What follows belongs to an exercise in optimizing a design on an open flow for a short achievable clock period and few clock cycles; a production flow would make more cautious choices. Only simulation tests tie the RTL to the original design; equivalence was not proved. Power figures rest on the tool's default switching activity, not on a simulated workload.

==> design/flow/design.v <==
module MULTI_CYCLE_PROCESSOR#(parameter INSTRUCTION_LEN = 16, INSTRUCTION_MEM_SIZE = 8, DATA_LEN = 16)(input clk ,input reset, output reg [DATA_LEN-1:0] res,
	output [INSTRUCTION_MEM_SIZE-1:0] imem_addr, input [INSTRUCTION_LEN-1:0] imem_data,
	output [4:0] dmem_addr, input [DATA_LEN-1:0] dmem_rdata, output [DATA_LEN-1:0] dmem_wdata, output dmem_we);
	reg [7:0]  pc_f;                  
	reg        v_e, pred_e;           
	reg [1:0]  fn_e;
	reg        sub_e;                 
	reg        r_e, br_e, ld_e, st_e;
	reg [3:0]  rd_e, off_e;
	reg [15:0] wr_e, lw_e;            
	reg [7:0]  pc_e;
	reg [15:0] a_e, b_e;              
	reg        lb_e;                  
	reg        w_pend;                
	reg [3:0]  rd_w;
	reg [15:0] wr_w;
	reg        m_we;                  
	reg        m_ld;                  
	reg [3:0]  m_rd;
	reg [15:0] m_lw;
	reg [4:0]  m_addr;
	reg [15:0] m_wdata;
	reg [15:0] rf [0:15];
	assign imem_addr  = pc_f;
	assign dmem_addr  = m_addr;
	assign dmem_wdata = m_wdata;
	assign dmem_we    = m_we;
	wire [15:0] g0 = a_e & b_e;
	wire [15:0] p0 = a_e ^ b_e;
	wire [15:0] gk0 = {g0[15:1], g0[0] | (p0[0] & sub_e)};
	wire [15:0] gk1, pk1, gk2, pk2, gk3, pk3, gk4;
	genvar k;
	generate
		for (k = 0; k < 16; k = k + 1) begin : ks
			if (k >= 1) begin : l1
				assign gk1[k] = gk0[k] | (p0[k] & gk0[k-1]);
				assign pk1[k] = p0[k] & p0[k-1];
			end else begin : l1n
				assign gk1[k] = gk0[k];
				assign pk1[k] = p0[k];
			end
			if (k >= 2) begin : l2
				assign gk2[k] = gk1[k] | (pk1[k] & gk1[k-2]);
				assign pk2[k] = pk1[k] & pk1[k-2];
			end else begin : l2n
				assign gk2[k] = gk1[k];
				assign pk2[k] = pk1[k];
			end
			if (k >= 4) begin : l3
				assign gk3[k] = gk2[k] | (pk2[k] & gk2[k-4]);
				assign pk3[k] = pk2[k] & pk2[k-4];
			end else begin : l3n
				assign gk3[k] = gk2[k];
				assign pk3[k] = pk2[k];
			end
			if (k >= 8) begin : l4
				assign gk4[k] = gk3[k] | (pk3[k] & gk3[k-8]);
			end else begin : l4n
				assign gk4[k] = gk3[k];
			end
		end
	endgenerate
	wire [15:0] sum = p0 ^ {gk4[14:0], sub_e};
	wire [15:0] alu = fn_e[1] ? (fn_e[0] ? (a_e & b_e) : (a_e | b_e)) : sum;
	wire w_e = v_e & r_e;             
	wire cond = sum[15];
	reg [7:0] tgt;
	always @* begin
		case (fn_e)
			2'd0: tgt = pc_e + {4'd0, off_e};
			2'd1: tgt = pc_e - {4'd0, off_e};
			2'd2: tgt = pc_e | {4'd0, off_e};
			default: tgt = pc_e & {4'd0, off_e};
		endcase
	end
	wire [7:0] pc_e1 = pc_e + 8'd1;
	wire chk = v_e & br_e;            
	wire [4:0] base = ld_e ? b_e[4:0] : a_e[4:0];
	reg  [4:0] maddr;
	always @* begin
		case (fn_e)
			2'd0: maddr = {1'b0, off_e} + base;
			2'd1: maddr = {1'b0, off_e} - base;
			2'd2: maddr = {1'b0, off_e} | base;
			default: maddr = {1'b0, off_e} & base;
		endcase
	end
	wire [15:0] ins = imem_data;
	wire [1:0] opc_f = ins[15:14];
	wire [3:0] f1_f = ins[11:8];
	wire [3:0] f2_f = ins[7:4];
	wire [3:0] f3_f = ins[3:0];
	wire r_f  = (opc_f == 2'd0);
	wire br_f = (opc_f == 2'd1);
	wire ld_f = (opc_f == 2'd2);
	wire st_f = (opc_f == 2'd3);
	wire sub_f = br_f | (r_f & (ins[13:12] == 2'd1));
	wire ea_f = w_e & (rd_e == f2_f);           
	wire eb_f = w_e & (rd_e == f3_f);
	wire wa_f = w_pend & (rd_w == f2_f);        
	wire wb_f = w_pend & (rd_w == f3_f);
	wire ma_f = m_ld & (m_rd == f2_f);          
	wire mb_f = m_ld & (m_rd == f3_f);
	wire la_f = v_e & ld_e & (rd_e == f2_f);    
	wire lb_f = v_e & ld_e & (rd_e == f3_f);
	wire stall = la_f | (lb_f & ~st_f);
	wire [15:0] ra = (wa_f | ma_f) ? (wa_f ? res : dmem_rdata) : rf[f2_f];
	wire [15:0] rb = (wb_f | mb_f) ? (wb_f ? res : dmem_rdata) : rf[f3_f];
	wire [15:0] fa = ea_f ? alu : ra;
	wire [15:0] fb = eb_f ? alu : rb;
	wire pred_f = (ins[15:12] == 4'b0101);
	wire [4:0] lo_m = {1'b0, pc_f[3:0]} - {1'b0, f1_f};
	wire [3:0] hi_m1 = pc_f[7:4] - 4'd1;
	wire [7:0] pc_back = {lo_m[4] ? hi_m1 : pc_f[7:4], lo_m[3:0]};
	wire [7:0] pc_f1 = pc_f + 8'd1;
	wire [7:0] pc_seq = stall ? pc_f : (pred_f ? pc_back : pc_f1);
	wire [7:0] pc_if_t  = (chk & ~pred_e) ? tgt   : pc_seq;
	wire [7:0] pc_if_nt = (chk &  pred_e) ? pc_e1 : pc_seq;
	wire [7:0] pc_next  = cond ? pc_if_t : pc_if_nt;
	wire mispredict = chk & (cond ^ pred_e);
	always @(posedge clk or negedge reset) begin
		if (~reset) begin
			pc_f   <= 8'd0;
			v_e    <= 1'b0;
			w_pend <= 1'b0;
			m_ld   <= 1'b0;
			m_we   <= 1'b0;
			res    <= 16'd0;
		end else begin
			pc_f   <= pc_next;
			v_e    <= ~stall & ~mispredict;
			w_pend <= w_e;
			m_ld   <= v_e & ld_e;
			m_we   <= v_e & st_e;
			if (w_e)
				res <= alu;
		end
	end
	integer i;
	always @(posedge clk) begin
		pred_e <= pred_f;
		fn_e   <= ins[13:12];
		sub_e  <= sub_f;
		r_e    <= r_f;
		br_e   <= br_f;
		ld_e   <= ld_f;
		st_e   <= st_f;
		rd_e   <= f1_f;
		for (i = 0; i < 16; i = i + 1) begin
			wr_e[i] <= r_f  & (f1_f == i);
			lw_e[i] <= ld_f & (f1_f == i);
			m_lw[i] <= v_e & lw_e[i];
		end
		off_e  <= ld_f ? f2_f : f1_f;
		pc_e   <= pc_f;
		a_e    <= fa;
		b_e    <= sub_f ? ~fb : fb;
		lb_e   <= lb_f;
		rd_w   <= rd_e;
		wr_w   <= wr_e;
		m_rd    <= rd_e;
		m_addr  <= maddr;
		m_wdata <= lb_e ? dmem_rdata : b_e;
	end
	always @(posedge clk or negedge reset) begin
		if (~reset)
			rf[0] <= 16'd0;
		else if (w_pend & wr_w[0])
			rf[0] <= res;
		else if (m_lw[0])
			rf[0] <= dmem_rdata;
	end
	genvar g;
	generate
		for (g = 1; g < 16; g = g + 1) begin : rfw
			always @(posedge clk) begin
				if (w_pend & wr_w[g])
					rf[g] <= res;
				else if (m_lw[g])
					rf[g] <= dmem_rdata;
			end
		end
	endgenerate
endmodule
==> design/flow/run.sh <==
#!/bin/bash
# synth_recipe.tcl (not shown) runs the flow's synth.tcl, then flattens the netlist and writes it again
# the make line also repeats each setting of config.mk as NAME=value (left out here)
make -C /OpenROAD-flow-scripts/flow DESIGN_CONFIG=/design/flow/config.mk WORK_HOME=/design/flow/orfs CLKGATE_MAP_FILE= SYNTH_SCRIPT=/design/flow/synth_recipe.tcl finish
==> design/flow/config.mk <==
export PLATFORM = sky130hd
export DESIGN_NAME = MULTI_CYCLE_PROCESSOR
export DESIGN_NICKNAME = MULTI_CYCLE_PROCESSOR
export VERILOG_FILES = /design/flow/design.v
export SDC_FILE = /design/flow/constraint.sdc
export NUM_CORES = 4
export LEC_CHECK = 0
export CAP_MARGIN = 20
export CORE_MARGIN = 2
export CORE_UTILIZATION = 30
export SETUP_SLACK_MARGIN = 5
export SLEW_MARGIN = 20
export TNS_END_PERCENT = 100
==> design/flow/constraint.sdc <==
create_clock -name core_clock -period 8.0 [get_ports {clk}]
set_input_delay 1.6000 -clock core_clock [delete_from_list [all_inputs] [get_ports {clk}]]
set_output_delay 1.6000 -clock core_clock [all_outputs]
set_load 0.01 [all_outputs]
==> summary.txt, run 1 <==
nets@finish approximately 2,600; area grow syn2layout 26.9%; #FFs+latches synth between 400 and 500; GR Overflow Total 0; Setup TNS 0 ps; Num CTS Buffers 47; Largest delay share family, worst path multiplexers; largest cells by area after synthesis edfxtp_1, mux2_2, dfxtp_1; async set-or-reset flop fraction in the synthesized netlist 0.102; Syn Std Cell Area between 20,000 and 25,000 um^2; post-synthesis area per instance 10.5 um^2; post-synthesis mux area share 0.175; VDD IR-drop max about 0.00017 V; CP max FO 7; largest family of logic cells by synthesized area multiplexers; first-pass GRT wire length ~160 mm; vias roughly 22,000; largest net degree at the start of global routing 50; CP Class in2reg; Slew HR 0.207; CP peak stage delay roughly 360 ps; post-synthesis simple-gate area fraction 0.103; Synth Area in XOR/XNOR 0.0180; Cell variety after synth 89; final wirelength 113 mm; Worst Path Required roughly 8500 ps; post-synth top area cell edfxtp_1; Post-DRT Antenna Nets 0; antenna cells 0; Clock transition at path regs 70 ps; Hold-fix buffers, CTS 0; LEAKAGE ~12 nW; dpl hpwl around 69 mm; clock sinks 430; share of cells above drive strength 1 0.335; Final Skew ~47 ps; # Max-Cap Violations 0; f_max 0.317 GHz; CTS max path bufs 3; placed insts ~3,400; initial antenna violation count 4; Synth Area in Compound Gates 0.168; CP Buf/Inv Count 3; fin crit period between 3000 and 4000 ps; WP data arrival between 3000 and 4000 ps; crit share post-route 0.394; Worst path slowest cell mux2i_4; Via density just over 6; status complete, no violations; initial core utilization 0.302; Core Region 82,000 um^2; GPL Wtd Cong 0.987; All-Layer GR Usage 0.254; DIE AREA around 85,000 um^2; Mapped Cells around 2,400; routed len/inst approximately 31 um; H-Tree Level Count 2; CTS tree built; area share of the largest cell type after synthesis 0.291; Layout Cells excl Fill roughly 3,600; synthesized net count 2,447; Critical Path End Type register; area share of fa/ha/maj cells after synthesis 0.0349; Slew @ Worst Pin 1190 ps; Die Width slightly below 300 um; Detailed Routing Iterations Pass 1 6; Synthesis Warnings 2; Hold Path Class reg2reg; power per cell area approximately 240 nW/um^2; EDFF count, synth 240; num ports 80; Setup Viol. Count Final 0; Die Height 291 um; IO buf count slightly below 80; # rows approximately 110; RSZ-0062 raised after global routing yes; clock latency (worst-skew pair) 630 ps; Slew Limit Fails 0; DRT iter0 DRCs about 3,400; CTS Root Cell clkbuf_16; cell breakdown of the critical path buf_16 > buf_12 > xor2_4 > nor4_4 > buf_6 > and2_4 > mux2i_4 > o41ai_4 > mux2i_1 > xnor2_1; vias in the first global route ~21,000; Main synth FF type edfxtp_1; Final Hold Viols 0; DRC Markers 0; sequential-to-total area share from yosys stat 0.453; crit start category primary input
[metal layers]
layer	GRT usage	vias up	part of all wire
li1	-	9104	-
met1	0.343	10900	0.40
met2	0.377	1699	0.42
met3	0.0576	396	0.12
met4	0.137	6	0.062
met5	0	-	0.00030
[final cells by class]
class	count	area [um^2]
Timing Repair Buffer	294	3340
Multi-Input combinational cell	1632	13500
Sequential cell	430	11300
Tap cell	1070	1340
Inverter	79	337
Fill cell	7969	50500
Clock inverter	32	398
Clock buffer	55	1270
[registers in the layout, summed over array words and instances, names as in the netlist, 2 cells and up]
name and flops:
lw_e 16, rf 256, wr_e 16, m_wdata 16, rd_e 4, off_e 4
fn_e 2, m_addr 5, wr_w 16, pc_f 8, m_lw 16, pc_e 8
rd_w 4, b_e 16, res 16, a_e 16
[path summary, 6_finish.rpt]
check                             start        end  slack [ps]  depth (start not counted)
setup / recovery           imem_data[1]    b_e[13]        4850                         10
hold / removal                  wr_e[8]    wr_w[8]         320                          0
setup reg to reg                 b_e[1]    b_e[13]        5070                          9
hold reg to reg                 wr_e[8]    wr_w[8]         320                          0
max in group asynchronous         reset     res[0]        6320                          2
min in group asynchronous         reset  rf[0][11]        1110                          2
[per-stage QoR]
step / hold slack [ps] / setup WS [ps] / instance area [um^2] / util / power, mW
floorplan: 310 / 4650 / 25400 / - / 3.99
global placement: 313 / 3060 / 26800 / 0.327 / 4.66
detailed placement: 312 / 2990 / 26800 / 0.327 / 4.70
CTS: 326 / 4820 / 30500 / 0.372 / 7.39
global route: 331 / 4870 / 31500 / 0.384 / 7.80
finish: 322 / 4850 / 31500 / 0.384 / 7.54
[cells in the mapped netlist (50+ instances only)]
cell	number
a21oi_1	95
a22oi_1	62
clkbuf_1	145
dfxtp_1	146
edfxtp_1	240
ha_1	58
inv_1	74
mux2_2	279
mux2i_1	89
nand2_1	176
nand3_1	50
nor2_1	116
o21ai_0	144
[report_power, final]
part	switching (mW)	internal [mW]	total, mW	leakage [nW]
Clock	1.03	1.33	2.35	0.782
Sequential	0.184	2.54	2.73	3.86
Combinational	1.44	1.02	2.46	7.00
[placed cells by master (no fill, tap or decap), drive strengths merged, types with 20 or more instances in the layout]
master	n
a21oi	96
buf	206
a32oi	24
a221oi	21
a211oi	26
dfrtp	44
inv	78
dfxtp	146
clkbuf	64
mux2	279
nor2	117
a22oi	62
nand2b	26
edfxtp	240
o21ai	147
nor2b	34
nand3	50
mux2i	89
nand2	176
and2	33
a31oi	21
dlygate4sd2	31
ha	58
nor3	32
a22o	21
o221ai	20
xnor2	37
[cell families after synthesis]
logic type | count (synthesis)
AO/OA/AOI/OAI | 599
buffers and inverters | 290
flip-flops | 430
XOR/XNOR | 51
adder cells (fa/ha/maj) | 67
AND/OR/NAND/NOR | 531
multiplexers | 382
[worst reg2reg max path, cell delays in order, from the launching register on]
cell and delay (ps):
dfxtp_1 440, inv_1 130, ha_1 330, a211oi_1 300, o21ai_2 170, and4b_1 270
or4_1 520, a31oi_1 350, mux2i_1 150, xnor2_1 160
[repair_timing]
item                                    in CTS  in global routing
gates cloned                                19                  7
endpoints found under the setup margin      93                 37
buffers inserted                            77                 50
gates resized for setup                    322                 97
pin swaps                                   28                 38
Testbench counts, summed over its fixed seeds: cycles 58,057.
==> run 2, diff against run 1 <==
--- a/design/flow/design.v
+++ b/design/flow/design.v
@@ -10,14 +10,14 @@
 	reg [15:0] wr_e, lw_e;            
 	reg [7:0]  pc_e;
 	reg [15:0] a_e, b_e;              
+	reg        pa_e, pb_e;            
 	reg        lb_e;                  
+	reg [15:0] res_n;                 
 	reg        w_pend;                
-	reg [3:0]  rd_w;
-	reg [15:0] wr_w;
+	reg [15:0] wr_w;                  
 	reg        m_we;                  
 	reg        m_ld;                  
-	reg [3:0]  m_rd;
-	reg [15:0] m_lw;
+	reg [15:0] m_lw;                  
 	reg [4:0]  m_addr;
 	reg [15:0] m_wdata;
 	reg [15:0] rf [0:15];
@@ -25,8 +25,10 @@
 	assign dmem_addr  = m_addr;
 	assign dmem_wdata = m_wdata;
 	assign dmem_we    = m_we;
-	wire [15:0] g0 = a_e & b_e;
-	wire [15:0] p0 = a_e ^ b_e;
+	wire [15:0] a_op = pa_e ? res : a_e;
+	wire [15:0] b_op = pb_e ? (sub_e ? res_n : res) : b_e;
+	wire [15:0] g0 = a_op & b_op;
+	wire [15:0] p0 = a_op ^ b_op;
 	wire [15:0] gk0 = {g0[15:1], g0[0] | (p0[0] & sub_e)};
 	wire [15:0] gk1, pk1, gk2, pk2, gk3, pk3, gk4;
 	genvar k;
@@ -61,7 +63,7 @@
 		end
 	endgenerate
 	wire [15:0] sum = p0 ^ {gk4[14:0], sub_e};
-	wire [15:0] alu = fn_e[1] ? (fn_e[0] ? (a_e & b_e) : (a_e | b_e)) : sum;
+	wire [15:0] alu = fn_e[1] ? (fn_e[0] ? (a_op & b_op) : (a_op | b_op)) : sum;
 	wire w_e = v_e & r_e;             
 	wire cond = sum[15];
 	reg [7:0] tgt;
@@ -75,7 +77,7 @@
 	end
 	wire [7:0] pc_e1 = pc_e + 8'd1;
 	wire chk = v_e & br_e;            
-	wire [4:0] base = ld_e ? b_e[4:0] : a_e[4:0];
+	wire [4:0] base = ld_e ? b_op[4:0] : a_op[4:0];
 	reg  [4:0] maddr;
 	always @* begin
 		case (fn_e)
@@ -97,17 +99,18 @@
 	wire sub_f = br_f | (r_f & (ins[13:12] == 2'd1));
 	wire ea_f = w_e & (rd_e == f2_f);           
 	wire eb_f = w_e & (rd_e == f3_f);
-	wire wa_f = w_pend & (rd_w == f2_f);        
-	wire wb_f = w_pend & (rd_w == f3_f);
-	wire ma_f = m_ld & (m_rd == f2_f);          
-	wire mb_f = m_ld & (m_rd == f3_f);
 	wire la_f = v_e & ld_e & (rd_e == f2_f);    
 	wire lb_f = v_e & ld_e & (rd_e == f3_f);
 	wire stall = la_f | (lb_f & ~st_f);
-	wire [15:0] ra = (wa_f | ma_f) ? (wa_f ? res : dmem_rdata) : rf[f2_f];
-	wire [15:0] rb = (wb_f | mb_f) ? (wb_f ? res : dmem_rdata) : rf[f3_f];
-	wire [15:0] fa = ea_f ? alu : ra;
-	wire [15:0] fb = eb_f ? alu : rb;
+	wire [15:0] rv [0:15];
+	genvar g;
+	generate
+		for (g = 0; g < 16; g = g + 1) begin : rvw
+			assign rv[g] = (w_pend & wr_w[g]) ? res : (m_lw[g] ? dmem_rdata : rf[g]);
+		end
+	endgenerate
+	wire [15:0] ra = rv[f2_f];
+	wire [15:0] rb = rv[f3_f];
 	wire pred_f = (ins[15:12] == 4'b0101);
 	wire [4:0] lo_m = {1'b0, pc_f[3:0]} - {1'b0, f1_f};
 	wire [3:0] hi_m1 = pc_f[7:4] - 4'd1;
@@ -138,6 +141,8 @@
 	end
 	integer i;
 	always @(posedge clk) begin
+		if (w_e)
+			res_n <= ~alu;
 		pred_e <= pred_f;
 		fn_e   <= ins[13:12];
 		sub_e  <= sub_f;
@@ -153,14 +158,14 @@
 		end
 		off_e  <= ld_f ? f2_f : f1_f;
 		pc_e   <= pc_f;
-		a_e    <= fa;
-		b_e    <= sub_f ? ~fb : fb;
+		a_e    <= ra;
+		b_e    <= sub_f ? ~rb : rb;
+		pa_e   <= ea_f;
+		pb_e   <= eb_f;
 		lb_e   <= lb_f;
-		rd_w   <= rd_e;
 		wr_w   <= wr_e;
-		m_rd    <= rd_e;
 		m_addr  <= maddr;
-		m_wdata <= lb_e ? dmem_rdata : b_e;
+		m_wdata <= lb_e ? dmem_rdata : b_op;
 	end
 	always @(posedge clk or negedge reset) begin
 		if (~reset)
@@ -170,7 +175,6 @@
 		else if (m_lw[0])
 			rf[0] <= dmem_rdata;
 	end
-	genvar g;
 	generate
 		for (g = 1; g < 16; g = g + 1) begin : rfw
 			always @(posedge clk) begin
==> run 2 against run 1 <==
Compared with the run above: sequential power up 15%; cell count is 7.5% higher; largest power group is now combinational logic; first-iteration DRC count down 28%; setup slack improved by 42 ps; wire length decreased by 15%; synthesized cell count is 15% higher; clock power is 5% lower; sequential cell count increased by 13; combinational power up 42%; hold slack got worse by 15 ps; cell area fell by 11%; critical endpoint is now res_n[15].
==> summary.txt, run 2 <==
status complete, no violations; GR Overflow Total 0; crit share post-route 0.389; WP data arrival between 3000 and 4000 ps; Worst Path Required approximately 8300 ps; Final Cell Area about 28,000 um^2; # Max-Cap Violations 0; DRT iter0 DRCs around 2,500; IO buf count 79; CP peak stage delay ~430 ps; commonest non-fill, non-tap cell in the layout dfxtp_1; Num CTS Buffers 49; Biggest register rf; post-synth top area cell dfxtp_1; Synthesis Warnings 2; Post-DP Area approximately 25,000 um^2; Setup Viol. Count Final 0; clock sinks between 400 and 500; CP Class reg2reg; first-pass GRT wire length roughly 140 mm; nets@finish 2,880; Worst R2R Setup Slack 4890 ps; Worst path slowest cell fa_2; Main synth FF type dfxtp_1; area grow syn2layout 20.7%; Switch Pwr between 3 and 4 mW; clock latency (worst-skew pair) slightly above 600 ps; H-Tree Level Count 2; sequential-to-total area share from yosys stat 0.397; Core Region between 70,000 and 80,000 um^2; vias in the first global route 19,900; post-synthesis area per instance between 8 and 9 um^2; Die Height ~280 um; VDD IR-drop max between 0.00015 and 0.0002 V; Clock transition at path regs 60 ps; f_max 0.321 GHz; top cells by count, synth dfxtp_1, inv_1, mux2i_1; dpl hpwl roughly 60 mm; Mapped Cells around 2,700; largest cells by area after synthesis dfxtp_1, mux2i_1, mux2_2; Setup TNS 0 ps; Slew @ Worst Pin between 1000 and 1500 ps; LEAKAGE around 13 nW; max reg flops between 200 and 300; async set-or-reset flop fraction in the synthesized netlist 0.0971; GPL Wtd Cong 0.968; Cell variety after synth between 60 and 70; Post-DRT Antenna Nets 0; initial core utilization 0.302; All-Layer GR Usage 0.235; clock power share 0.251; switch share 0.379; #FFs+latches synth 443; final wirelength approximately 96 mm; DIE AREA roughly 80,000 um^2; DRC Markers 0; Syn Std Cell Area about 23,000 um^2; sequential share of power 0.354; Slew HR 0.281; crit start category register; Hold Path Class reg2reg; num ports 80; fin crit period about 3100 ps; # rows ~100; cell breakdown of the critical path buf_12 > mux2i_1 > nand2_1 > o21ai_4 > fa_2 > nand2b_4 > a211o_1 > a31o_1 > nor2b_4 > o311a_4 > mux2_4; area share of the largest cell type after synthesis 0.330; Comb power frac 0.394; power per cell area ~320 nW/um^2; synthesized net count ~2,800; Final Skew 32.5 ps; Final Hold Viols 0; Via density roughly 5.5; most frequent cells in the layout dfxtp_1, inv_1, mux2i_1; Hold-fix buffers, CTS 0; initial antenna violation count 8; EDFF count, synth 16; count leader, synth dfxtp_1; share of cells above drive strength 1 0.197; CTS tree built; largest net degree at the start of global routing 54; Slew Limit Fails 0; Power Internal 5.51 mW; routed len/inst ~25 um; CTS Root Cell clkbuf_16; vias 21,100; RSZ-0062 raised after global routing yes; CP max FO 8; Die Width 282 um; CTS max path bufs 3; Critical Path End Type register; Detailed Routing Iterations Pass 1 7
==> run 2: cell types whose count changed in the layout (fill, tap and decap cells not counted), sizes merged, moves of 30 or more <==
cell / delta
mux2i: +198
nor2: +78
a22oi: -62
mux2: -147
buf: -43
edfxtp: -224
o21ai: +54
o22ai: +190
nor4: +30
dfxtp: +238
inv: +216
==> run 2: layer usage <==
metal | share of wire | vias up | track usage
met3 | 0.095 | 303 | 0.0542
met5 | 0.00042 | - | 0
met1 | 0.42 | 10100 | 0.310
met2 | 0.44 | 1190 | 0.369
li1 | - | 9536 | -
met4 | 0.047 | 6 | 0.0946
==> run 2: kinds of logic (layout without fill, tap and decap cells) <==
kind of cell	count (synthesis)	in the layout	share of synthesized area
adders and majority gates	66	66	0.0368
muxes	419	419	0.188
AOI/OAI and AO/OA	621	624	0.156
and+or+nand+nor	606	606	0.117
other	0	1	0
DFF	443	443	0.397
xor gates and xnor gates	54	54	0.0203
buffers and inverters	503	610	0.0845
==> run 2: worst max-delay path: cells and delay by family, from the launching register on <==
family	cells	cell delay, ps
fa+ha+maj	1	430
flops	1	350
buf+inv	1	140
compound gates	4	1100
simple gates	3	430
mux	2	410
==> run 2: power by group through the flow <==
stage          Sequential [mW]  Combinational [mW]  Clock (mW)
2_1_floorplan             3.07                2.02           0
3_3_place_gp              3.34                2.69           0
3_5_place_dp              3.34                2.71           0
4_1_cts                   3.13                3.30        2.25
5_1_grt                   3.19                3.77        2.35
6_report                  3.15                3.50        2.23
==> run 2: final timing paths <==
path | from | cells past startpoint | endpoint
max | sub_e | 11 | res_n[15]
min | wr_e[3] | 0 | wr_w[3]
max reg2reg | sub_e | 11 | res_n[15]
min reg2reg | wr_e[3] | 0 | wr_w[3]
max in group asynchronous | reset | 2 | res[0]
min in group asynchronous | reset | 2 | res[8]
==> run 2: what timing repair did <==
item	CTS	global route
gates cloned	3	2
setup endpoints to repair	115	60
pin swaps	21	19
buffers inserted	79	17
gates resized for setup	285	100
==> run 2: area by class of cell <==
cell class	instances	area [um^2]
fillers	7940	49000
multi-input cells	1769	12800
flip-flops and latches	443	9310
repair buffers	225	1930
clock buffers	71	1450
well taps	1040	1300
inverters	295	1110
clock inverters	19	119
diodes	1	2.50
==> run 2: stage by stage <==
step / hold slack (ps) / power, mW / utilization / worst slack, ps / cells
final: 307 / 8.88 / 0.364 / 4890 / 3863
after detailed placement: 313 / 6.05 / 0.325 / 3190 / 3671
after CTS: 315 / 8.68 / 0.361 / 4910 / 3843
after global routing: 334 / 9.30 / 0.364 / 4800 / 3863
after floorplan: 310 / 5.08 / - / 4900 / 2712
after global placement: 311 / 6.02 / 0.325 / 3190 / 3671
Testbench counts of run 2, summed over its fixed seeds: cycles 58,057.
==> run 3, diff against run 2 <==
==> design/flow/flow/run.sh (new file) <==
#!/bin/bash
set -euo pipefail
export BUFFER_PORTS_ARGS="-buffer_cell sky130_fd_sc_hd__buf_4"
export SETUP_SLACK_MARGIN=5.5
bash standard.sh > standard.log 2>&1
==> design/flow/standard.sh (new file) <==
#!/bin/bash
# synth_recipe.tcl (not shown) runs the flow's synth.tcl, then flattens the netlist and writes it again
# the make line also repeats each setting of config.mk as NAME=value (left out here)
make -C /OpenROAD-flow-scripts/flow DESIGN_CONFIG=/design/flow/config.mk WORK_HOME=/design/flow/orfs CLKGATE_MAP_FILE= SYNTH_SCRIPT=/design/flow/synth_recipe.tcl "${@:-finish}"
--- a/design/flow/config.mk
+++ b/design/flow/config.mk
@@ -8,6 +8,5 @@
 export CAP_MARGIN = 20
 export CORE_MARGIN = 2
 export CORE_UTILIZATION = 30
-export SETUP_SLACK_MARGIN = 5
 export SLEW_MARGIN = 20
 export TNS_END_PERCENT = 100
removed: design/flow/run.sh
==> run 3 against run 2 <==
Compared with the run above: core utilization increased by 6.8 points; critical path depth decreased by 4; register-to-register slack improved by 160 ps; clock skew decreased by 6.4 ps; largest cell class unchanged.
==> summary.txt, run 3 <==
Cell variety after synth 66; Core Region just under 80,000 um^2; Die Width roughly 280 um; routed len/inst between 20 and 30 um; crit start category register; sequential-to-total area share from yosys stat 0.397; VDD IR-drop max about 0.00024 V; H-Tree Level Count 2; Synthesis Warnings 2; max reg flops 256; power per cell area 304 nW/um^2; num ports 80; post-synthesis area per instance around 8.6 um^2; Syn Std Cell Area between 20,000 and 25,000 um^2; Filler cells about 7,300; CTS max path bufs 3; Clock transition at path regs around 70 ps; DIE AREA between 70,000 and 80,000 um^2; initial core utilization 0.302; DRT iter0 DRCs approximately 2,800; RR Startpoint pb_e; IO buf count 79; vias roughly 23,000; Slew Limit Fails 0; LEAKAGE ~14 nW; Main synth FF type dfxtp_1; most frequent cells in the layout dfxtp_1, inv_1, buf_4; Via density roughly 5.7; area share of the largest cell type after synthesis 0.330; async set-or-reset flop fraction in the synthesized netlist 0.0971; top cells by count, synth dfxtp_1, inv_1, mux2i_1; count leader, synth dfxtp_1; Worst Path Required about 8400 ps; Setup TNS 0 ps; vias in the first global route 21,300; Final Skew between 20 and 30 ps; Die Height 282 um; RSZ-0062 raised after global routing yes; Post-Place Worst Slack 3900 ps; Final Cell Area approximately 33,000 um^2; Setup WS post-layout about 5100 ps; Slew HR 0.339; # Max-Cap Violations 0; Mapped Cells 2,712; share of cells above drive strength 1 0.375; # rows a little over 100; CP max FO 16; CP Class reg2reg; Endpoint, Worst Hold wr_w[11]; Post-DRT Antenna Nets 0; nets@finish a little over 3,000; #FFs+latches synth approximately 440; hold_sp wr_e[11]; All-Layer GR Usage 0.253; Hold Path Class reg2reg; largest net degree at the start of global routing 55; initial antenna violation count 4; post-layout util 0.432; Num CTS Buffers between 40 and 50; synthesized net count 2,809; Setup Viol. Count Final 0; Biggest register rf; CTS Root Cell clkbuf_16; Post-DP Area between 20,000 and 30,000 um^2; Hold Path Stages 0; WP data arrival 3310 ps; dpl hpwl just under 60 mm; GPL Wtd Cong roughly 0.97; f_max around 0.34 GHz; crit share post-route 0.369; first-pass GRT wire length approximately 150 mm; EDFF count, synth 16; CTS tree built; Worst R2R Setup Slack roughly 5000 ps; largest cells by area after synthesis dfxtp_1, mux2i_1, mux2_2; Final Hold Viols 0; Slew @ Worst Pin ~980 ps; Power Total 10.1 mW; fin crit period between 2000 and 3000 ps; R2R cell count 7; clock latency (worst-skew pair) 630 ps; Crit Reg-Reg Endpoint res_n[15]; clock sinks between 400 and 500; status complete, no violations; DRC Markers 0; area grow syn2layout 43.2%; Detailed Routing Iterations Pass 1 10; commonest non-fill, non-tap cell in the layout dfxtp_1; Critical Path End Type register; post-synth top area cell dfxtp_1; final wirelength 108 mm; GR Overflow Total 0
## run 3: worst max-delay path by stage
stage | startpoint | endpoint | slack, ps | cells past startpoint
after floorplan | imem_data[8] | pc_f[5] | 4900 | 9
final | pb_e | res_n[15] | 5050 | 7
after CTS | res[0] | res[0] | 5080 | 2
after global placement | imem_data[3] | b_e[14] | 3940 | 8
after detailed placement | imem_data[3] | b_e[14] | 3900 | 8
after global routing | sub_e | res[14] | 4970 | 14
## run 3: cell families after synthesis
logic type	after synthesis	synth area share
compound gates	621	0.156
simple gates	606	0.117
flops	443	0.397
fa+ha+maj	66	0.0368
xor+xnor	54	0.0203
mux	419	0.188
buf+inv	503	0.0845
## run 3: metal layers
layer | track usage | routed length, um | vias up
met5 | 0 | 71 | -
met4 | 0.140 | 8450 | 8
met3 | 0.0738 | 12900 | 524
met2 | 0.388 | 45900 | 1614
met1 | 0.319 | 41100 | 11000
li1 | - | - | 9927
## run 3: final cells by class
cell class                      count  area, um^2  share of cell area
Multi-Input combinational cell   1773       15600               0.468
Sequential cell                   443        9360               0.281
Timing Repair Buffer              388        4230               0.127
Clock buffer                       71        1450              0.0436
Tap cell                         1040        1300              0.0391
Inverter                          295        1120              0.0336
Clock inverter                     21         256             0.00770
Antenna cell                        2        5.00            0.000150
## run 3: stage by stage
stage / std cells / hold WS, ps
detailed placement: 3662 / 312
floorplan: 2712 / 310
global route: 4031 / 332
global placement: 3662 / 312
finish: 4033 / 326
CTS: 3953 / 326
## run 3: what timing repair did
item	CTS	global route
endpoints found under the setup margin	122	113
gates resized for setup	400	399
hold buffers	0	0
pin swaps	78	127
cloned	7	9
buffers inserted	192	69
## run 3: where the power goes
part           total, mW  internal (mW)  switching, mW
sequential          3.21           2.85          0.357
clock               2.40           1.38           1.02
combinational       4.52           1.98           2.54
## run 3: worst max-delay path, cell delays in order (launching register included)
cell       delay (ps)
dfxtp_4           400
bufbuf_16         310
o21ai_0           540
ha_1              360
inv_1             110
nand2_1           180
o311a_4           480
mux2_4            300
==> run 4, diff against run 3 <==
--- a/design/flow/design.v
+++ b/design/flow/design.v
@@ -12,7 +12,7 @@
 	reg [15:0] a_e, b_e;              
 	reg        pa_e, pb_e;            
 	reg        lb_e;                  
-	reg [15:0] res_n;                 
+	reg [15:0] fw_p, fw_n;            
 	reg        w_pend;                
 	reg [15:0] wr_w;                  
 	reg        m_we;                  
@@ -25,8 +25,8 @@
 	assign dmem_addr  = m_addr;
 	assign dmem_wdata = m_wdata;
 	assign dmem_we    = m_we;
-	wire [15:0] a_op = pa_e ? res : a_e;
-	wire [15:0] b_op = pb_e ? (sub_e ? res_n : res) : b_e;
+	wire [15:0] a_op = pa_e ? fw_p : a_e;
+	wire [15:0] b_op = pb_e ? (sub_e ? fw_n : fw_p) : b_e;
 	wire [15:0] g0 = a_op & b_op;
 	wire [15:0] p0 = a_op ^ b_op;
 	wire [15:0] gk0 = {g0[15:1], g0[0] | (p0[0] & sub_e)};
@@ -77,16 +77,19 @@
 	end
 	wire [7:0] pc_e1 = pc_e + 8'd1;
 	wire chk = v_e & br_e;            
-	wire [4:0] base = ld_e ? b_op[4:0] : a_op[4:0];
-	reg  [4:0] maddr;
-	always @* begin
-		case (fn_e)
-			2'd0: maddr = {1'b0, off_e} + base;
-			2'd1: maddr = {1'b0, off_e} - base;
-			2'd2: maddr = {1'b0, off_e} | base;
-			default: maddr = {1'b0, off_e} & base;
+	function [4:0] mop(input [1:0] fn, input [3:0] off, input [4:0] base);
+		case (fn)
+			2'd0: mop = {1'b0, off} + base;
+			2'd1: mop = {1'b0, off} - base;
+			2'd2: mop = {1'b0, off} | base;
+			default: mop = {1'b0, off} & base;
 		endcase
-	end
+	endfunction
+	wire [4:0] base_r = ld_e ? b_e[4:0] : a_e[4:0];
+	wire       base_f = ld_e ? pb_e : pa_e;
+	wire [4:0] maddr_r = mop(fn_e, off_e, base_r);
+	wire [4:0] maddr_f = mop(fn_e, off_e, fw_p[4:0]);
+	wire [4:0] maddr = base_f ? maddr_f : maddr_r;
 	wire [15:0] ins = imem_data;
 	wire [1:0] opc_f = ins[15:14];
 	wire [3:0] f1_f = ins[11:8];
@@ -141,8 +144,8 @@
 	end
 	integer i;
 	always @(posedge clk) begin
-		if (w_e)
-			res_n <= ~alu;
+		fw_p   <= alu;
+		fw_n   <= ~alu;
 		pred_e <= pred_f;
 		fn_e   <= ins[13:12];
 		sub_e  <= sub_f;
==> run 4 against run 3 <==
Compared with the run above: synthesized area grew 1.1%; core utilization shrank 1.9 points; die area grew 1.1%; cell count grew 2.5%; via count grew 0.46%; global-route usage shrank 0.15 points; sequential power grew 4%; first-iteration DRC count shrank 2.9%; hold slack gained 0.51 ps; critical path depth grew 7; critical endpoint is now pc_f[7].
==> summary.txt, run 4 <==
status complete, no violations; Setup TNS 0 ps; Hold Path Class reg2reg; Via density ~5.6; R2R cell count 14; Biggest register rf; area grow syn2layout 36.2%; initial antenna violation count 3; Die Height ~280 um; vias in the first global route roughly 21,000; nets@finish around 3,200; GPL Wtd Cong about 0.97; max reg flops approximately 260; Slew @ Worst Pin ~1000 ps; Post-Place Worst Slack between 3000 and 4000 ps; crit start category register; H-Tree Level Count 2; DRT iter0 DRCs 2,689; DRC Markers 0; CTS tree built; Post-DRT Antenna Nets 0; largest cells by area after synthesis dfxtp_1, mux2i_1, o21ai_0; WP data arrival approximately 3700 ps; Slew Limit Fails 0; Detailed Routing Iterations Pass 1 7; LEAKAGE ~14 nW; Num CTS Buffers 49; largest net degree at the start of global routing 44; RSZ-0062 raised after global routing yes; Die Width around 280 um; RR Startpoint sub_e; fin crit period 3210 ps; Syn Std Cell Area 23,500 um^2; Clock transition at path regs 60 ps; #FFs+latches synth ~460; VDD IR-drop max between 0.00015 and 0.0002 V; Critical Path End Type register; Filler cells 7,598; synthesized net count 2,974; # Max-Cap Violations 0; GR Overflow Total 0; clock sinks approximately 460; Cell variety after synth 73; Synthesis Warnings 2; vias 23,100; CTS Root Cell clkbuf_16; count leader, synth dfxtp_1; DRT met1 WL between 40 and 50 mm; share of cells above drive strength 1 0.274; async set-or-reset flop fraction in the synthesized netlist 0.0937; CTS max path bufs 3; Crit Reg-Reg Endpoint pc_f[7]; All-Layer GR Usage 0.252; top cells by count, synth dfxtp_1, mux2i_1, inv_1; hold_sp wr_e[8]; Setup WS post-layout roughly 4800 ps; Worst R2R Setup Slack between 4000 and 5000 ps; commonest non-fill, non-tap cell in the layout dfxtp_1; num ports 80; initial core utilization 0.303; sequential-to-total area share from yosys stat 0.400; Mapped Cells about 2,900; IO buf count 79; Slew HR 0.321; Worst Path Required about 8500 ps; Final Cell Area 32,000 um^2; CP Class reg2reg; f_max slightly above 0.3 GHz; Core Region ~78,000 um^2; power per cell area 309 nW/um^2; Final Hold Viols 0; top routing layer in use met5; crit share post-route 0.401; area share of the largest cell type after synthesis 0.354; routed wl met3 11.2 mm; EDFF count, synth 0; post-synthesis area per instance between 8 and 9 um^2; first-pass GRT wire length 150 mm; most frequent cells in the layout dfxtp_1, mux2i_1, inv_1; CP max FO 7; post-synth top area cell dfxtp_1; DIE AREA roughly 81,000 um^2; Post-DP Area 25,800 um^2; Final Skew ~36 ps; routed len/inst around 26 um; Hold Path Stages 0; final wirelength approximately 110 mm; dpl hpwl around 64 mm; post-layout util 0.413; Main synth FF type dfxtp_1; routed wl met2 around 47 mm; Endpoint, Worst Hold wr_w[8]; Setup Viol. Count Final 0; clock latency (worst-skew pair) slightly above 600 ps; # rows between 100 and 150
## run 4: how the worst max path moves through the flow
stage	endpoint	start
5_1_grt	pc_f[6]	sub_e
2_1_floorplan	b_e[9]	dmem_rdata[9]
3_3_place_gp	res[15]	pa_e
4_1_cts	pc_f[6]	sub_e
6_report	pc_f[7]	sub_e
3_5_place_dp	res[15]	pa_e
## run 4: worst max-delay path, stage by stage, from the launching register on
cell and delay, ps:
dfxtp_4 430, buf_4 170, mux2i_1 190, nand2_1 60
o21ai_0 150, ha_1 350, a21o_1 230, a21o_1 210
a31o_1 240, o31ai_4 350, xnor2_4 170, buf_12 160
buf_6 110, a211oi_2 30, a31o_1 210
## run 4: cell type report
cell class	count	area (um^2)	share of cell area
Clock buffer	72	1470	0.0460
Sequential cell	459	9490	0.296
Inverter	289	1100	0.0344
Timing Repair Buffer	355	4000	0.125
Antenna cell	1	2.50	0.0000781
Multi-Input combinational cell	1903	14400	0.450
Clock inverter	16	255	0.00797
Tap cell	1040	1300	0.0406
## run 4: what timing repair did
action                                  in CTS  in global routing
gates cloned                                 7                  5
resized for setup                          376                201
endpoints found under the setup margin     136                128
hold buffers                                 0                  0
hold endpoints to repair                     0                  0
pin swaps                                   72                 89
buffers inserted                           147                 52
## run 4: cells by family (layout without fill, tap and decap cells)
kind of cell,count (synthesis),after routing,share of synthesized area
XOR/XNOR,61,61,0.0230
adder cells (fa/ha/maj),73,73,0.0405
AO/OA/AOI/OAI,740,740,0.184
buffers and inverters,509,732,0.0839
multiplexers,317,317,0.136
other,0,1,0
flip-flops,459,459,0.400
AND/OR/NAND/NOR,710,712,0.133
## run 4: where the power goes
group	switching, mW	internal [mW]
Sequential	0.385	2.95
Combinational	2.36	1.75
Clock	1.00	1.47
## run 4: routing by layer
layer,global-route usage,vias to the layer above
met1,0.319,10900
met4,0.167,2
met2,0.386,1473
li1,-,10300
met5,0,-
met3,0.0537,460
## run 4: metrics by stage
step,total power [mW],hold WS (ps),cells
2_1_floorplan,5.37,310,2869
3_3_place_gp,6.38,310,3835
3_5_place_dp,6.42,314,3835
4_1_cts,9.56,327,4077
5_1_grt,10.4,333,4134
6_report,9.91,327,4135
Testbench counts of run 4, summed over its fixed seeds: cycles 58,057.
==> run 5, diff against run 4 <==
--- a/design/flow/design.v
+++ b/design/flow/design.v
@@ -11,6 +11,8 @@
 	reg [7:0]  pc_e;
 	reg [15:0] a_e, b_e;              
 	reg        pa_e, pb_e;            
+	reg        sa_f, sa_r;            
+	reg        sb_p, sb_n, sb_r;      
 	reg        lb_e;                  
 	reg [15:0] fw_p, fw_n;            
 	reg        w_pend;                
@@ -25,44 +27,47 @@
 	assign dmem_addr  = m_addr;
 	assign dmem_wdata = m_wdata;
 	assign dmem_we    = m_we;
-	wire [15:0] a_op = pa_e ? fw_p : a_e;
-	wire [15:0] b_op = pb_e ? (sub_e ? fw_n : fw_p) : b_e;
-	wire [15:0] g0 = a_op & b_op;
-	wire [15:0] p0 = a_op ^ b_op;
-	wire [15:0] gk0 = {g0[15:1], g0[0] | (p0[0] & sub_e)};
-	wire [15:0] gk1, pk1, gk2, pk2, gk3, pk3, gk4;
+	wire [15:0] a_op = ({16{sa_f}} & fw_p) | ({16{sa_r}} & a_e);
+	wire [15:0] b_op = ({16{sb_p}} & fw_p) | ({16{sb_n}} & fw_n) | ({16{sb_r}} & b_e);
+	wire [15:0] gg = a_op & b_op;
+	wire [15:0] t = a_op | b_op;
+	wire [15:0] p = a_op ^ b_op;
+	wire [15:0] x0 = {gg[15:1], gg[0] | sub_e};
+	wire [15:0] y0 = {t[14:0], 1'b0};
+	wire [15:0] x1, y1, x2, y2, x3, y3, x4;
 	genvar k;
 	generate
-		for (k = 0; k < 16; k = k + 1) begin : ks
+		for (k = 0; k < 16; k = k + 1) begin : lp
 			if (k >= 1) begin : l1
-				assign gk1[k] = gk0[k] | (p0[k] & gk0[k-1]);
-				assign pk1[k] = p0[k] & p0[k-1];
+				assign x1[k] = x0[k] | (y0[k] & x0[k-1]);
+				assign y1[k] = y0[k] & y0[k-1];
 			end else begin : l1n
-				assign gk1[k] = gk0[k];
-				assign pk1[k] = p0[k];
+				assign x1[k] = x0[k];
+				assign y1[k] = y0[k];
 			end
 			if (k >= 2) begin : l2
-				assign gk2[k] = gk1[k] | (pk1[k] & gk1[k-2]);
-				assign pk2[k] = pk1[k] & pk1[k-2];
+				assign x2[k] = x1[k] | (y1[k] & x1[k-2]);
+				assign y2[k] = y1[k] & y1[k-2];
 			end else begin : l2n
-				assign gk2[k] = gk1[k];
-				assign pk2[k] = pk1[k];
+				assign x2[k] = x1[k];
+				assign y2[k] = y1[k];
 			end
 			if (k >= 4) begin : l3
-				assign gk3[k] = gk2[k] | (pk2[k] & gk2[k-4]);
-				assign pk3[k] = pk2[k] & pk2[k-4];
+				assign x3[k] = x2[k] | (y2[k] & x2[k-4]);
+				assign y3[k] = y2[k] & y2[k-4];
 			end else begin : l3n
-				assign gk3[k] = gk2[k];
-				assign pk3[k] = pk2[k];
+				assign x3[k] = x2[k];
+				assign y3[k] = y2[k];
 			end
 			if (k >= 8) begin : l4
-				assign gk4[k] = gk3[k] | (pk3[k] & gk3[k-8]);
+				assign x4[k] = x3[k] | (y3[k] & x3[k-8]);
 			end else begin : l4n
-				assign gk4[k] = gk3[k];
+				assign x4[k] = x3[k];
 			end
 		end
 	endgenerate
-	wire [15:0] sum = p0 ^ {gk4[14:0], sub_e};
+	wire [15:0] cy = t & x4;          
+	wire [15:0] sum = p ^ {cy[14:0], sub_e};
 	wire [15:0] alu = fn_e[1] ? (fn_e[0] ? (a_op & b_op) : (a_op | b_op)) : sum;
 	wire w_e = v_e & r_e;             
 	wire cond = sum[15];
@@ -165,6 +170,11 @@
 		b_e    <= sub_f ? ~rb : rb;
 		pa_e   <= ea_f;
 		pb_e   <= eb_f;
+		sa_f   <= ea_f;
+		sa_r   <= ~ea_f;
+		sb_p   <= eb_f & ~sub_f;
+		sb_n   <= eb_f & sub_f;
+		sb_r   <= ~eb_f;
 		lb_e   <= lb_f;
 		wr_w   <= wr_e;
 		m_addr  <= maddr;
==> run 5 against run 4 <==
Compared with the run above: critical path depth shrank 12; sequential share of layout area shrank 0.61 points; die area rose by 1.6%; cell area rose by 3.2%; largest cell class unchanged; largest power group unchanged; highest routed layer unchanged.
==> summary.txt, run 5 <==
first-pass GRT wire length roughly 150 mm; area share of the largest cell type after synthesis 0.352; EDFF count, synth 0; WP data arrival ~1300 ps; Setup TNS 0 ps; DRT iter0 DRCs between 3,000 and 4,000; VDD IR-drop max 0.000214 V; All-Layer GR Usage 0.248; Synthesis Warnings 2; fin crit period roughly 2900 ps; post-synth top area cell dfxtp_1; Main synth FF type dfxtp_1; Die Width between 200 and 300 um; Core Region 79,000 um^2; Worst path slowest cell dfrtp_1; CP Class reg2out; vias approximately 24,000; CP peak stage delay around 400 ps; Slew HR 0.278; CTS Root Cell clkbuf_16; clock latency (worst-skew pair) between 600 and 700 ps; clock sinks about 460; Final Skew ~36 ps; dpl hpwl 63.2 mm; Via density between 5 and 6; most frequent cells in the layout dfxtp_1, inv_1, mux2i_1; Filler cells between 7,000 and 8,000; CTS max path bufs 3; crit share post-route 0.362; Syn Std Cell Area 23,900 um^2; Setup Viol. Count Final 0; crit start category register; Post-DRT Antenna Nets 0; count leader, synth dfxtp_1; LEAKAGE 14.2 nW; area grow syn2layout 38.3%; initial core utilization 0.303; post-synthesis area per instance roughly 8.3 um^2; power per cell area between 300 and 400 nW/um^2; GPL Wtd Cong 0.996; #FFs+latches synth between 400 and 500; GR Overflow Total 0; status complete, no violations; Hold Path Class reg2reg; sequential-to-total area share from yosys stat 0.397; async set-or-reset flop fraction in the synthesized netlist 0.0929; routed len/inst approximately 26 um; CP max FO 2; cell breakdown of the critical path buf_12 > buf_6; Final Hold Viols 0; placed insts 3,851; top cells by count, synth dfxtp_1, inv_1, mux2i_1; # rows about 100; Layout Cells excl Fill 4,184; H-Tree Level Count 2; final wirelength between 100 and 150 mm; Die Height 286 um; share of cells above drive strength 1 0.307; Largest delay share family, worst path flip-flops; Slew @ Worst Pin ~1100 ps; Detailed Routing Iterations Pass 1 7; largest cells by area after synthesis dfxtp_1, mux2i_1, o22ai_1; final hold slack roughly 330 ps; initial antenna violation count 1; synthesized net count around 3,000; Clock transition at path regs roughly 60 ps; f_max around 0.35 GHz; nets@finish roughly 3,200; largest net degree at the start of global routing 44; Critical Path End Type output port; Mapped Cells between 2,000 and 3,000; max reg flops ~260; DRC Markers 0; DIE AREA about 82,000 um^2; commonest non-fill, non-tap cell in the layout dfxtp_1; # Max-Cap Violations 0; num ports 80; RSZ-0062 raised after global routing yes; Cell variety after synth 74; Slew Limit Fails 0; IO buf count 79; Worst Path Required 6400 ps; CP Buf/Inv Count 2; vias in the first global route 21,800; CTS tree built; Num CTS Buffers 49; Biggest register rf
-- run 5: final cells by class --
type | instances | area, um^2 | share of cell area
inverter | 300 | 1150 | 0.0347
clock inverter | 27 | 375 | 0.0114
multi-input combinational | 1906 | 15100 | 0.457
clock buffer | 63 | 1380 | 0.0418
timing repair buffer | 374 | 4150 | 0.126
antenna | 1 | 2.50 | 0.0000757
tap | 1050 | 1310 | 0.0397
sequential | 463 | 9590 | 0.290
-- run 5: per-layer routing --
layer,global-route usage,routed length (um),vias to the layer above
li1,-,-,10400
met1,0.310,41900,11200
met2,0.378,46500,1511
met3,0.0672,12200,497
met4,0.158,8650,3
met5,0,63,-
-- run 5: stage by stage --
step,utilization,power (mW),instance area (um^2),setup slack [ps]
after floorplan,-,5.42,25300,4890
after global placement,0.328,6.43,25900,4240
after detailed placement,0.328,6.48,25900,4180
after CTS,0.392,9.81,31000,5100
after global routing,0.418,10.7,33100,5030
final,0.418,10.3,33100,5100
-- run 5: report_power, final --
group / switching, mW / leakage, nW / internal [mW] / total (mW)
Clock: 1.03 / 0.840 / 1.48 / 2.51
Combinational: 2.48 / 9.32 / 1.90 / 4.39
Sequential: 0.389 / 4.00 / 2.97 / 3.36
Total: 3.90 / 14.2 / 6.36 / 10.3
-- run 5: path summary, 6_finish.rpt --
| check | start | endpoint | slack [ps] | cells past startpoint |
|---|---|---|---|---|
| min in group asynchronous | reset | pc_f[4] | 990 | 1 |
| hold reg to reg | wr_e[0] | wr_w[0] | 330 | 0 |
| max in group asynchronous | reset | res[13] | 6470 | 1 |
| setup / recovery | res[8] | res[8] | 5100 | 2 |
| setup reg to reg | off_e[3] | pc_f[7] | 5180 | 11 |
| hold / removal | wr_e[0] | wr_w[0] | 330 | 0 |
-- run 5: cells by family (layout without fill, tap and decap cells) --
family / after synthesis / count (layout) / share of synthesized area
simple gates: 729 / 730 / 0.137
compound gates: 723 / 723 / 0.182
buf+inv: 520 / 764 / 0.0851
flops: 463 / 463 / 0.397
mux: 311 / 311 / 0.132
fa+ha+maj: 86 / 86 / 0.0465
xor+xnor: 56 / 56 / 0.0205
other cells: 0 / 1 / 0
-- run 5: timing repair --
| action | 4_1_cts | 5_1_grt |
|---|---|---|
| gates resized for setup | 436 | 285 |
| pin swaps | 96 | 126 |
| hold buffers | 0 | 0 |
| buffers inserted | 161 | 68 |
| endpoints found under the setup margin | 136 | 116 |
| cloned | 6 | 7 |
Testbench counts of run 5, summed over its fixed seeds: cycles 58,057.
==> run 6, diff against run 5 <==
--- a/design/flow/design.v
+++ b/design/flow/design.v
@@ -20,6 +20,7 @@
 	reg        m_we;                  
 	reg        m_ld;                  
 	reg [15:0] m_lw;                  
+	reg [3:0]  m_rd;
 	reg [4:0]  m_addr;
 	reg [15:0] m_wdata;
 	reg [15:0] rf [0:15];
@@ -114,11 +115,13 @@
 	genvar g;
 	generate
 		for (g = 0; g < 16; g = g + 1) begin : rvw
-			assign rv[g] = (w_pend & wr_w[g]) ? res : (m_lw[g] ? dmem_rdata : rf[g]);
+			assign rv[g] = (w_pend & wr_w[g]) ? res : rf[g];
 		end
 	endgenerate
-	wire [15:0] ra = rv[f2_f];
-	wire [15:0] rb = rv[f3_f];
+	wire ma_f = m_ld & (m_rd == f2_f);
+	wire mb_f = m_ld & (m_rd == f3_f);
+	wire [15:0] ra = ma_f ? dmem_rdata : rv[f2_f];
+	wire [15:0] rb = mb_f ? dmem_rdata : rv[f3_f];
 	wire pred_f = (ins[15:12] == 4'b0101);
 	wire [4:0] lo_m = {1'b0, pc_f[3:0]} - {1'b0, f1_f};
 	wire [3:0] hi_m1 = pc_f[7:4] - 4'd1;
@@ -177,6 +180,7 @@
 		sb_r   <= ~eb_f;
 		lb_e   <= lb_f;
 		wr_w   <= wr_e;
+		m_rd   <= rd_e;
 		m_addr  <= maddr;
 		m_wdata <= lb_e ? dmem_rdata : b_op;
 	end
==> run 6 against run 5 <==
Compared with the run above: cell area rose by 12%; largest power group is now registers; sequential cell count rose by 5; via count rose by 10%; global-route usage rose by 2.3 points; total power fell by 16%; critical endpoint is now res[0]; combinational power fell by 31%; register-to-register slack got worse by 20 ps; count of clock-buffer cells in the layout rose by 13; setup slack got worse by 40 ps; synthesized cell count fell by 6.6%; core utilization rose by 0.80 points; non-clock buffer count rose by 39.
==> summary.txt, run 6 <==
RR Startpoint sa_f; All-Layer GR Usage 0.271; Slew Limit Fails 0; Post-Place Worst Slack approximately 4000 ps; count leader, synth a21oi_1; CP peak stage delay between 500 and 600 ps; GR Overflow Total 0; power per cell area 234 nW/um^2; sequential-to-total area share from yosys stat 0.460; max reg flops 256; Post-DRT Antenna Nets 0; # Max-Cap Violations 0; post-synth top area cell edfxtp_1; async set-or-reset flop fraction in the synthesized netlist 0.0940; Largest delay share family, worst path flip-flops; Comb power frac 0.349; final wirelength 129 mm; Main synth FF type edfxtp_1; Hold-fix buffers, CTS 0; Hold Path Class reg2reg; Power Internal around 5.7 mW; dpl hpwl around 70 mm; Post-DP Area approximately 28,000 um^2; Hold Path Stages 0; Worst path slowest cell dfrtp_4; #FFs+latches synth 468; Slew HR 0.249; Crit Reg-Reg Endpoint pc_f[7]; CTS Root Cell clkbuf_16; most frequent cells in the layout edfxtp_1, a21o_1, and3_1; post-layout util 0.426; area grow syn2layout 41.5%; WP data arrival roughly 1300 ps; clock power share 0.296; Clock transition at path regs ~60 ps; DIE AREA ~89,000 um^2; switch share 0.343; Final Skew about 23 ps; fin crit period ~2900 ps; Setup WS post-layout about 5100 ps; CTS max path bufs 3; DRT iter0 DRCs between 3,000 and 4,000; Via density 6.26; Core Region 86,500 um^2; num ports 80; initial core utilization 0.301; Switch Pwr just under 3 mW; crit share post-route 0.367; Worst R2R Setup Slack approximately 5200 ps; EDFF count, synth 240; LEAKAGE between 15 and 20 nW; crit start category register; H-Tree Level Count 2; nets@finish about 3,100; routed len/inst about 31 um; first-pass GRT wire length roughly 180 mm; vias ~26,000; sequential share of power 0.355; # rows approximately 110; Worst Path Required around 6400 ps; share of cells above drive strength 1 0.367; Biggest register rf; status complete, no violations; CP Class reg2out; Mapped Cells roughly 2,700; Setup Viol. Count Final 0; Detailed Routing Iterations Pass 1 14; clock sinks 468; post-synthesis area per instance 9.67 um^2; synthesized net count 2,812; Critical Path End Type output port; f_max between 0.3 and 0.4 GHz; Syn Std Cell Area around 26,000 um^2; largest net degree at the start of global routing 49; CTS tree built; Final Cell Area ~37,000 um^2; Endpoint, Worst Hold wr_w[2]; top cells by count, synth a21oi_1, edfxtp_1, o22ai_1; Slew @ Worst Pin roughly 1100 ps; initial antenna violation count 5; VDD IR-drop max 0.000214 V; vias in the first global route 24,300; commonest non-fill, non-tap cell in the layout edfxtp_1; GPL Wtd Cong 0.977; Die Width 299 um; DRC Markers 0; hold_sp wr_e[2]; CP max FO 2; cell breakdown of the critical path buf_6; CP Buf/Inv Count 1; largest cells by area after synthesis edfxtp_1, dfxtp_1, a21o_1; clock latency (worst-skew pair) between 600 and 700 ps; Die Height 299 um; area share of the largest cell type after synthesis 0.277; R2R cell count 13; Setup TNS 0 ps; Num CTS Buffers slightly above 50; Synthesis Warnings 2; Cell variety after synth between 80 and 90; placed insts between 3,000 and 4,000; IO buf count just under 80; Final Hold Viols 0; Layout Cells excl Fill 4,148; RSZ-0062 raised after global routing yes
==> run 6: changes by cell type in the layout (fill, tap and decap cells not counted), moves of 41 or more <==
cell,change
nor2_1,-150
dfxtp_1,-232
a21oi_1,+90
o22ai_2,+45
and3_1,+217
inv_1,-221
a21o_1,+214
o21ai_0,-41
edfxtp_1,+240
nand2_1,-97
mux2i_1,-195
==> run 6: power groups by stage <==
| stage | clock [mW] | sequential, mW | combinational, mW |
|---|---|---|---|
| 4_1_cts | 2.55 | 3.04 | 2.66 |
| 2_1_floorplan | 0 | 3.03 | 1.21 |
| 5_1_grt | 2.65 | 3.08 | 3.17 |
| 3_3_place_gp | 0 | 3.11 | 1.85 |
| 3_5_place_dp | 0 | 3.10 | 1.86 |
| 6_report | 2.55 | 3.06 | 3.01 |
==> run 6: cell families (layout without fill, tap and decap cells) <==
kind of cell    after synthesis  in the layout  synth area share
compound gates              951            951             0.233
simple gates                689            699             0.143
flops                       468            468             0.460
buf+inv                     308            590            0.0479
mux                         131            131            0.0531
fa+ha+maj                    84             84            0.0419
xor+xnor                     65             65            0.0218
other cells                   0              5                 0
==> run 6: worst reg2reg max path, delay by kind of cell (launching register included) <==
| kind | cells | cell delay, ps |
|---|---|---|
| compound gates | 5 | 1080 |
| fa+ha+maj | 1 | 160 |
| buf+inv | 4 | 540 |
| flops | 1 | 470 |
| simple gates | 3 | 480 |
==> run 6: cell type report <==
cell class                      count  area (um^2)
Sequential cell                   468        12100
Clock buffer                       76         1480
Timing Repair Buffer              413         4990
Antenna cell                        5         12.5
Multi-Input combinational cell   1930        16300
Tap cell                         1155         1450
Fill cell                        8008        49600
Inverter                           81          328
Clock inverter                     20          274
==> run 6: worst max path at each step <==
stage | depth (start not counted) | end | from | slack [ps]
3_5_place_dp | 8 | b_e[13] | imem_data[3] | 4010
2_1_floorplan | 9 | pc_f[7] | imem_data[15] | 4900
6_report | 1 | res[0] | res[0] | 5060
3_3_place_gp | 8 | b_e[13] | imem_data[3] | 4070
5_1_grt | 2 | res[9] | res[9] | 5040
4_1_cts | 2 | res[9] | res[9] | 5060
==> run 6: metal layers <==
metal,GRT usage,vias to the layer above,share of wire
li1,-,10700,-
met1,0.336,12600,0.37
met2,0.400,2042,0.42
met3,0.0963,662,0.12
met4,0.172,4,0.085
met5,0.00952,-,0.00088
==> run 6: metrics by stage <==
step | hold WS (ps) | power, mW
floorplan | 310 | 4.24
global placement | 310 | 4.95
detailed placement | 312 | 4.97
CTS | 319 | 8.24
global route | 314 | 8.90
finish | 322 | 8.62
==> run 6: what timing repair did <==
| item | in CTS | in global routing |
|---|---|---|
| gates resized for setup | 649 | 267 |
| endpoints found under the hold margin | 0 | 0 |
| pin swaps | 167 | 144 |
| endpoints found under the setup margin | 445 | 167 |
| setup buffers | 191 | 65 |
| gates cloned | 25 | 2 |
Testbench counts of run 6, summed over its fixed seeds: cycles 58,057.
==> run 7, diff against run 6 <==
--- a/design/flow/config.mk
+++ b/design/flow/config.mk
@@ -7,6 +7,6 @@
 export LEC_CHECK = 0
 export CAP_MARGIN = 20
 export CORE_MARGIN = 2
-export CORE_UTILIZATION = 30
+export CORE_UTILIZATION = 45
 export SLEW_MARGIN = 20
 export TNS_END_PERCENT = 100
==> run 7 against run 6 <==
Compared with the run above: still clean on timing, DRC and antenna; total power rose by 2.4%; core utilization is 24 points higher; setup slack got worse by 1.8 ps; count of clock-buffer cells in the layout down 2; sequential share of layout area shrank 1.3 points; cell count decreased by 7.3%; sequential cell count stayed put; largest power group is now combinational logic; highest routed layer unchanged.
==> summary.txt, run 7 <==
status complete, no violations; Largest delay share family, worst path flip-flops; cell breakdown of the critical path buf_6; R2R cell count 10; Worst path slowest cell dfrtp_4; All-Layer GR Usage 0.428; Die Width 245 um; nets@finish ~3,200; Setup TNS 0 ps; CP Buf/Inv Count 1; top cells by count, synth a21oi_1, edfxtp_1, o22ai_1; max reg flops 256; Num CTS Buffers 53; sequential-to-total area share from yosys stat 0.460; Core Region roughly 57,000 um^2; Detailed Routing Iterations Pass 1 14; CTS max path bufs 3; area share of the largest cell type after synthesis 0.277; Setup WS post-layout approximately 5100 ps; vias in the first global route 25,500; synthesized net count about 2,800; num ports 80; post-synth top area cell edfxtp_1; # Max-Cap Violations 0; Mapped Cells between 2,000 and 3,000; Die Height between 200 and 250 um; initial core utilization 0.453; WP data arrival 1340 ps; Hold Path Stages 0; #FFs+latches synth ~470; post-layout util 0.669; clock latency (worst-skew pair) between 600 and 700 ps; area grow syn2layout 47.5%; async set-or-reset flop fraction in the synthesized netlist 0.0940; Slew HR 0.257; Post-DP Area ~27,000 um^2; DRT iter0 DRCs ~3,800; final hold slack roughly 330 ps; Stages on worst setup path 1; Final Hold Viols 0; GR Overflow Total 0; VDD IR-drop max between 0.0002 and 0.0003 V; Syn Std Cell Area 26,100 um^2; dpl hpwl ~74 mm; Slew @ Worst Pin between 1000 and 1500 ps; Post-Place Worst Slack roughly 4000 ps; count leader, synth a21oi_1; CTS tree built; DIE AREA roughly 60,000 um^2; RSZ-0062 raised after global routing yes; post-synthesis area per instance between 9 and 10 um^2; power per cell area around 230 nW/um^2; f_max 0.340 GHz; routed len/inst ~36 um; IO buf count 79; GPL Wtd Cong roughly 0.96; most frequent cells in the layout buf_4, edfxtp_1, a21o_1; Critical Path End Type output port; DRC Markers 0; Main synth FF type edfxtp_1; Hold Path Class reg2reg; EDFF count, synth 240; crit start category register; Post-DRT Antenna Nets 0; first-pass GRT wire length approximately 180 mm; Clock transition at path regs approximately 60 ps; Final Cell Area just under 40,000 um^2; H-Tree Level Count 2; LEAKAGE 16.1 nW; Via density slightly below 7; clock sinks 468; largest cells by area after synthesis edfxtp_1, dfxtp_1, a21o_1; Final Skew roughly 23 ps; CP peak stage delay 550 ps; share of cells above drive strength 1 0.424; Cell variety after synth between 80 and 90; crit share post-route 0.367; initial antenna violation count 4; Setup Viol. Count Final 0; Synthesis Warnings 2; final wirelength roughly 140 mm; largest net degree at the start of global routing 60; CP Class reg2out; Slew Limit Fails 0; Biggest register rf; vias 26,800; commonest non-fill, non-tap cell in the layout buf_4; # rows 88; CP max FO 2; CTS Root Cell clkbuf_16; fin crit period about 3000 ps; Worst Path Required 6400 ps
run 7: kinds of logic after synthesis:
family / share of synthesized area
AND/OR/NAND/NOR: 0.143
buffers and inverters: 0.0479
flip-flops: 0.460
AO/OA/AOI/OAI: 0.233
adder cells (fa/ha/maj): 0.0419
multiplexers: 0.0531
XOR/XNOR: 0.0218
run 7: cell type report:
cell class,instances,area (um^2)
clock inverter,20,178
antenna,2,5.00
tap,765,957
timing repair buffer,503,6000
clock buffer,74,1570
sequential,468,12100
fill,4318,19000
multi-input combinational,1933,17300
inverter,81,328
run 7: routing by layer:
metal	share of wire	global-route usage
met1	0.35	0.492
met5	0.0029	0.00572
met4	0.10	0.352
met3	0.11	0.141
met2	0.43	0.650
run 7: stage by stage:
step / std cells / power, mW
after floorplan: 2696 / 4.24
after global placement: 3358 / 4.89
after detailed placement: 3358 / 4.93
after CTS: 3728 / 8.31
after global routing: 3845 / 9.06
final: 3846 / 8.82
run 7: worst paths after layout:
check	from	endpoint	slack [ps]
worst max-delay path	res[4]	res[4]	5060
worst min-delay path	wr_e[14]	wr_w[14]	330
worst max register to register	off_e[0]	pc_f[7]	5080
worst min register to register	wr_e[14]	wr_w[14]	330
max in group asynchronous	reset	res[8]	6340
min in group asynchronous	reset	m_we	1020
run 7: what timing repair did:
item,in CTS,in global routing
pin swaps,174,174
gates cloned,29,10
setup buffers,247,106
resized for setup,742,384
endpoints found under the hold margin,0,0
hold buffers,0,0
setup endpoints to repair,435,181
run 7: power breakdown:
part / switching (mW) / total (mW) / internal [mW]
Combinational: 1.77 / 3.25 / 1.48
Sequential: 0.272 / 3.08 / 2.80
Clock: 1.06 / 2.50 / 1.44
Total: 3.10 / 8.82 / 5.72

==> afterwards: timing with drivers on the ports <==
How much do the figures lean on ideal ports? The routed layouts below were timed once more, with nothing changed but the port constraints. Step 1 sets driving cells, clkbuf_16 on the clock port and buf_2 on the other inputs (assumed; they add their load-dependent delay and slew). Step 2 also shifts input and output timing later by t, the mid clock arrival at the registers, as if the neighbouring blocks saw the same clock. Slacks: ideal / step 1 / step 2; pairs: ideal / step 1.
| run | t (ns) | slack for setup (ns) | worst slew at a driven data input, ns |
|---|---|---|---|
| run 1 | 0.669 | 4.847 / 4.747 / 4.078 | 0.24 |
| run 2 | 0.659 | 4.888 / 4.888 / 4.325 | 0.15 |
| run 3 | 0.678 | 5.050 / 5.015 / 4.542 | 0.19 |
| run 4 | 0.669 | 4.794 / 4.794 / 4.359 | 0.23 |
| run 5 | 0.670 | 5.103 / 5.040 / 4.412 | 0.22 |
| run 6 | 0.710 | 5.063 / 4.991 / 4.420 | 0.14 |
| run 7 | 0.688 | 5.061 / 4.998 / 4.497 | 0.14 |
After both steps every run listed still meets setup and hold. The setup slack of run 1, which loses most, moves by -0.100 ns with the drivers and by -0.769 ns with both steps.
